This is an optimization exercise on Yosys and OpenROAD, whose aim is small area, a short achievable clock period and few clock cycles, not a production implementation. In this exercise RTL edits were held to simulation tests only and were not proved equivalent to the original.

==> flow/design.v <==
module fp_addsub(Sum, A, B, sub);
	input [31:0] A, B;
	input sub;
	output [31:0] Sum;
	wire sA = A[31];
	wire sB = B[31] ^ sub;
	wire [7:0] eA = A[30:23];
	wire [7:0] eB = B[30:23];
	wire [23:0] mA = {1'b1, A[22:0]};
	wire [23:0] mB = {1'b1, B[22:0]};
	wire swap = B[30:0] > A[30:0];
	wire [7:0] eBig = swap ? eB : eA;
	wire [7:0] d = swap ? (eB - eA) : (eA - eB);
	wire [23:0] mBig = swap ? mB : mA;
	wire [23:0] mSm = swap ? mA : mB;
	wire [23:0] mSh = (d[7:5] != 3'd0 || d[4:3] == 2'b11) ? 24'd0 : (mSm >> d[4:0]);
	wire eff_sub = sA ^ sB;
	wire [24:0] R = eff_sub ? ({1'b0, mBig} - {1'b0, mSh}) : ({1'b0, mBig} + {1'b0, mSh});
	wire [23:0] F = R[24:1];
	reg [4:0] lz;
	integer k;
	always @(*) begin
		lz = 5'd24;
		for (k = 0; k < 24; k = k + 1)
			if (F[k]) lz = 5'd23 - k[4:0];
	end
	wire [23:0] Fn = F << lz;
	wire [7:0] E = eBig + 8'd1 - {3'b000, lz};
	assign Sum = {swap ? sB : sA, E, Fn[22:0]};
endmodule
module SinX(Out, OE, In, start, clk, reset);
	input clk, reset, start;
	input [31:0] In;
	output [31:0] Out;
	output OE;
	localparam [31:0] C360 = 32'h43B40000;
	localparam [31:0] C180 = 32'h43340000;
	localparam [31:0] C90  = 32'h42B40000;
	localparam [31:0] C45  = 32'h42340000;
	localparam [31:0] KCORDIC = 32'h3F1B7507;
	reg st_idle, st_red, st_f2, st_f3, st_it, st_out;
	reg [4:0] i;
	reg s;
	reg [31:0] x, y, z;
	reg [31:0] arctan_i;
	always @(*) begin
		case (i)
			5'd1:  arctan_i = 32'h41D48539;
			5'd2:  arctan_i = 32'h41609474;
			5'd3:  arctan_i = 32'h40E40022;
			5'd4:  arctan_i = 32'h4064E2A9;
			5'd5:  arctan_i = 32'h3FE51BCA;
			5'd6:  arctan_i = 32'h3F652A1A;
			5'd7:  arctan_i = 32'h3EE52DAF;
			5'd8:  arctan_i = 32'h3E652E94;
			5'd9:  arctan_i = 32'h3DE52ECD;
			5'd10: arctan_i = 32'h3D652EDC;
			5'd11: arctan_i = 32'h3CE52EDF;
			5'd12: arctan_i = 32'h3C652EE0;
			5'd13: arctan_i = 32'h3BE52EE0;
			5'd14: arctan_i = 32'h3B652EE0;
			5'd15: arctan_i = 32'h3BF5471D;
			5'd16: arctan_i = 32'h3A652EE0;
			5'd17: arctan_i = 32'h39E52EE0;
			5'd18: arctan_i = 32'h39652EE0;
			5'd19: arctan_i = 32'h38E52EE0;
			5'd20: arctan_i = 32'h38652EE0;
			default: arctan_i = 32'h41D48539;
		endcase
	end
	wire d = z[31];
	wire kr = ~z[31] & (z[30:0] > C360[30:0]);
	wire kf1 = ~z[31] & (z[30:0] > C180[30:0]);
	wire kf2 = ~z[31] & (z[30:0] > C90[30:0]);
	wire [7:0] i8 = {3'b000, i};
	wire [31:0] ysh = {y[31], y[30:23] - i8, y[22:0]};
	wire [31:0] xsh = {x[31], x[30:23] - i8, x[22:0]};
	wire fold = st_red | st_f2;
	wire [31:0] xa = st_red ? C360 : (st_f2 ? C180 : x);
	wire [31:0] xb = fold ? z : ysh;
	wire [31:0] zb = st_red ? C360 : (st_f3 ? C45 : arctan_i);
	wire [31:0] xo, yo, zo;
	fp_addsub ax(xo, xa, xb, fold | ~d);
	fp_addsub ay(yo, y, xsh, d);
	fp_addsub az(zo, z, zb, st_red | st_f3 | ~d);
	always @(posedge clk, posedge reset) begin
		if (reset) begin
			st_idle <= 1'b1;
			st_red <= 1'b0;
			st_f2 <= 1'b0;
			st_f3 <= 1'b0;
			st_it <= 1'b0;
			st_out <= 1'b0;
		end else begin
			st_idle <= (st_idle & ~start) | st_out;
			st_red <= (st_idle & start) | (st_red & kr);
			st_f2 <= st_red & ~kr;
			st_f3 <= st_f2;
			st_it <= st_f3 | (st_it & (i != 5'd20));
			st_out <= st_it & (i == 5'd20);
		end
	end
	always @(posedge clk) begin
		if (st_idle) begin
			z <= {1'b0, In[30:0]};
			s <= In[31];
		end
		if (st_red) begin
			if (kr)
				z <= zo;
			else begin
				z <= kf1 ? xo : z;
				s <= s ^ kf1;
			end
		end
		if (st_f2) begin
			z <= kf2 ? xo : z;
			x <= KCORDIC;
			y <= KCORDIC;
			i <= 5'd1;
		end
		if (st_f3)
			z <= zo;
		if (st_it) begin
			x <= xo;
			y <= yo;
			z <= zo;
			i <= i + 5'd1;
		end
	end
	assign OE = st_out;
	assign Out = {s, y[30:0]};
endmodule
==> flow/run.sh <==
#!/bin/bash
# synth_recipe.tcl (not shown) runs the flow's synth.tcl, then flattens the netlist and writes it again
# the make line also repeats each setting of config.mk as NAME=value (left out here)
make -C /OpenROAD-flow-scripts/flow DESIGN_CONFIG=/design/flow/config.mk WORK_HOME=/design/flow/orfs CLKGATE_MAP_FILE= SYNTH_SCRIPT=/design/flow/synth_recipe.tcl finish
==> flow/config.mk <==
export PLATFORM = sky130hd
export DESIGN_NAME = SinX
export DESIGN_NICKNAME = SinX
export VERILOG_FILES = /design/flow/design.v
export SDC_FILE = /design/flow/constraint.sdc
export NUM_CORES = 4
export LEC_CHECK = 0
export ABC_CLOCK_PERIOD_IN_PS = 50000
export CAP_MARGIN = 20
export CORE_MARGIN = 2
export CORE_UTILIZATION = 40
export SLEW_MARGIN = 20
==> flow/constraint.sdc <==
create_clock -name core_clock -period 80.0 [get_ports {clk}]
set_input_delay 16.0000 -clock core_clock [delete_from_list [all_inputs] [get_ports {clk}]]
set_output_delay 16.0000 -clock core_clock [all_outputs]
set_load 0.01 [all_outputs]
==> flow_summary_export.csv <==
group,metric,value,unit
synthesis,top_cells_by_area_synth,"edfxtp_1 9.9%, ha_1 9.6%, mux2i_1 8.4%",
setup_path,worst-r2r-cell-count,50,
synthesis,netlist-cell-type-count,141,
setup_path,cp.depth,1,
synthesis,synth.net_count,4472,
finish,layout.filler_cells,7903,
sta,final.min_clock_period,17.79,ns
synthesis,synth_top_area_share,9.95,%
grt,grt-ovfl-total,0,
floorplanning,placement_rows,101,
detailed_routing,post_drt_via_cell_ratio,6.66,
sta,finalCritPeriodShare,22.2,%
finish,post_layout_net_count,4404,
synthesis,post_synth_inst_count,4190,
placed_design,port_buffers,67,
clocking,clkTransAtPathRegs,0.09,ns
finish,area_delta_synth_final,6.88,%
setup_path,cp-startpoint,"y[29]",
setup_path,critPathKind,"reg2out",
setup_path,worstSetupEndpoint,"Out[29]",
grt,grt_max_degree,74,
flow_run,maxCapViolCount,0,
setup_path,arrival,1.79,ns
setup_path,regToRegEndpoint,"y[30]",
clocking,htree_levels,4,
clocking,cts.repair_timing.setup_buffer_count,0,
floorplanning,initial_utilization,40.3,%
floorplanning,die_y,280,um
placed_design,gpl.final_weighted_congestion,1.10,
setup_path,end_kind,"output pin",
synthesis,yosysTopAreaCell,"edfxtp_1",
detailed_routing,drt_first_pass_iters,8,
synthesis,synth_most_common_cell,"nand2_1",
detailed_routing,drt.antenna.violating_nets,0,
outcome,status,"timing/DRC/antenna clean",
grt,grt.total_usage,34.1,%
setup_path,crit_path_max_incr_delay,0.80,ns
floorplanning,floorplan.die_area,0.0784,mm^2
setup_path,critical_path_buf_inv_count,1,
setup_path,critical_path_required,64.00,ns
finish,multi_input_area,0.0249,mm^2
synthesis,seq_area_frac_synth,12.2,%
synthesis,ys_seq_elements,133,
detailed_routing,wl_per_cell,26.9,um
detailed_routing,via_count,34084,
sta,clock_skew,0.0270,ns
sta,report.final.setup_viol,0,
sta,finalMaxSlewViolations,0,
clocking,cts_buffer_depth,2,
setup_path,critical_path.reg2reg.startpoint,"x[23]",
setup_path,crit_slowest_cell,"clkdlybuf4s50_1",
synthesis,synthesis.area,0.0305,mm^2
setup_path,critical_path.startpoint_type,"flip-flop",
detailed_routing,drc,0,
worst_hold_path,hold_path.class,"reg2reg",
finish,layout-drive-gt1-share,7.71,%
grt,vias_in_the_first_global_route,31028,
synthesis,synth_top_cells_by_count,"505 x nand2_1, 344 x o21ai_0, 338 x nor2_1",
floorplanning,ioPinCount,68,
detailed_routing,initialDrtViolationCount,4734,
sta,final-hold-violation-count,0,
sta,max-slew-margin-rel,21.2,%
synthesis,async_flop_share,4.51,%
sta,fin_tns_setup,0,ns
worst_hold_path,worstHoldPathCells,0,
clocking,clockRootBuffer,"clkbuf_16",
synthesis,synthesis.area_per_instance,7.28,um^2
clocking,clkSinkCount,133,
sta,tightest_slew,1.18,ns
detailed_routing,drt-total-wl,138000,um
setup_path,path_cells,"clkdlybuf4s50_1",
clocking,cts_made_buffers,17,
floorplanning,die_w,280,um
placed_design,dpl.hpwl,109000,um
finish,seqCellArea,0.00371,mm^2
sta,max_freq,56.2,MHz
synthesis,ys_warn_count,2,
synthesis,synth_enable_flop_cells,101,
floorplanning,core_area,0.0757,mm^2
sta,setup_repair_after_global_routing_missed_its_margin,"no",
grt,grt_pass1_wl,202000,um
synthesis,postSynth.topFlopCell,"edfxtp_1",
setup_path,worst-path-max-fanout,6,
setup_path,crit_family,"buffers and inverters",
clocking,cts.repair.resized,0,
setup_path,reg2reg_slack,64.01,ns
grt,number_of_antenna_violations_at_the_first_check_in_global_routing,10,
clocking,tritoncts_clock_tree,"built",
clocking,cts-hold-fix-buffers,0,
sta,hold_slack,0.418,ns
clocking,worstSkewPairLatency,0.52,ns
worst min path at each step:
stage	endpoint	slack, ns	start
after global placement	st_f3	0.40	st_f2
final	st_f3	0.42	st_f2
after detailed placement	st_f3	0.39	st_f2
after CTS	st_f3	0.42	st_f2
after floorplan	st_f3	0.39	st_f2
after global routing	st_f3	0.44	st_f2
layout by cell type (no fill, tap or decap), types with 67 or more instances in the layout:
| master | instances |
|---|---|
| buf_4 | 76 |
| nand3_1 | 124 |
| edfxtp_1 | 101 |
| nor2_1 | 336 |
| o21ai_0 | 344 |
| mux2i_1 | 257 |
| xnor2_1 | 87 |
| clkdlybuf4s50_1 | 67 |
| inv_1 | 219 |
| nor3_1 | 118 |
| nand2_1 | 504 |
| ha_1 | 231 |
| and2_1 | 84 |
| a21oi_1 | 286 |
| a21o_1 | 80 |
layer usage:
layer,vias up,global-route usage [%],wire length [um]
met5,-,0,125
met4,16,17.6,7910
met3,407,9.92,16400
met2,2033,51.5,58500
met1,16137,43.9,54800
li1,15491,-,-
area by class of cell:
| type | count | share of cell area [%] |
|---|---|---|
| multi-input cells | 3601 | 76.6 |
| flip-flops and latches | 133 | 11.4 |
| repair buffers | 143 | 3.81 |
| well taps | 978 | 3.76 |
| inverters | 226 | 2.61 |
| clock buffers | 18 | 1.38 |
| clock inverters | 14 | 0.468 |
| diodes | 6 | 0.0461 |
sequential cells by signal, indices dropped and copies added, names as in the netlist, 5 cells and up:
| register | count |
|---|---|
| arctan_i | 25 |
| i | 5 |
| y | 32 |
| x | 32 |
| z | 32 |
cell families (layout without fill, tap and decap cells):
family,Yosys count,in the layout,share of synthesized area [%]
AND/OR/NAND/NOR,1513,1513,23.9
AO/OA/AOI/OAI,1339,1339,29.5
buffers and inverters,456,401,6.14
multiplexers,348,348,13.2
adder cells (fa/ha/maj),247,247,10.5
XOR/XNOR,154,154,4.58
flip-flops,133,133,12.2
other,0,6,0
through the flow:
| step | instances | worst slack (ns) | instance area, um^2 | utilization, % |
|---|---|---|---|---|
| after floorplan | 4190 | 63.20 | 30500 | - |
| after global placement | 5081 | 62.75 | 32000 | 42.2 |
| after detailed placement | 5081 | 62.70 | 32000 | 42.2 |
| after CTS | 5113 | 62.26 | 32600 | 43.0 |
| after global routing | 5113 | 62.20 | 32600 | 43.0 |
| final | 5119 | 62.21 | 32600 | 43.0 |
Testbench counts, summed over its fixed seeds: cycles 8,047.

[re-timing with driven ports]
The flow's constraints put no driver on any port. The routed layout listed below was extracted and timed again, unchanged, in two steps. Step 1 assumes that a clkbuf_16 drives the clock port and a buf_2 every other input. Step 2, shift: input delay + t, output delay - t, t = (earliest + latest rising clock arrival at the registers) / 2. This alone moves slack from input paths to output paths. Slacks: ideal ports / drivers / drivers and shift; pairs: ideal ports / drivers.
t, ns: 0.566
setup WS [ns]: 62.211 / 62.151 / 62.661
worst setup path after step 2: input to register
slew at the worst register clock pin (ns): 0.09 / 0.09
After both steps setup and hold are still met in this run. The setup slack of this run moves by -0.060 ns with the drivers and by +0.450 ns with both steps.
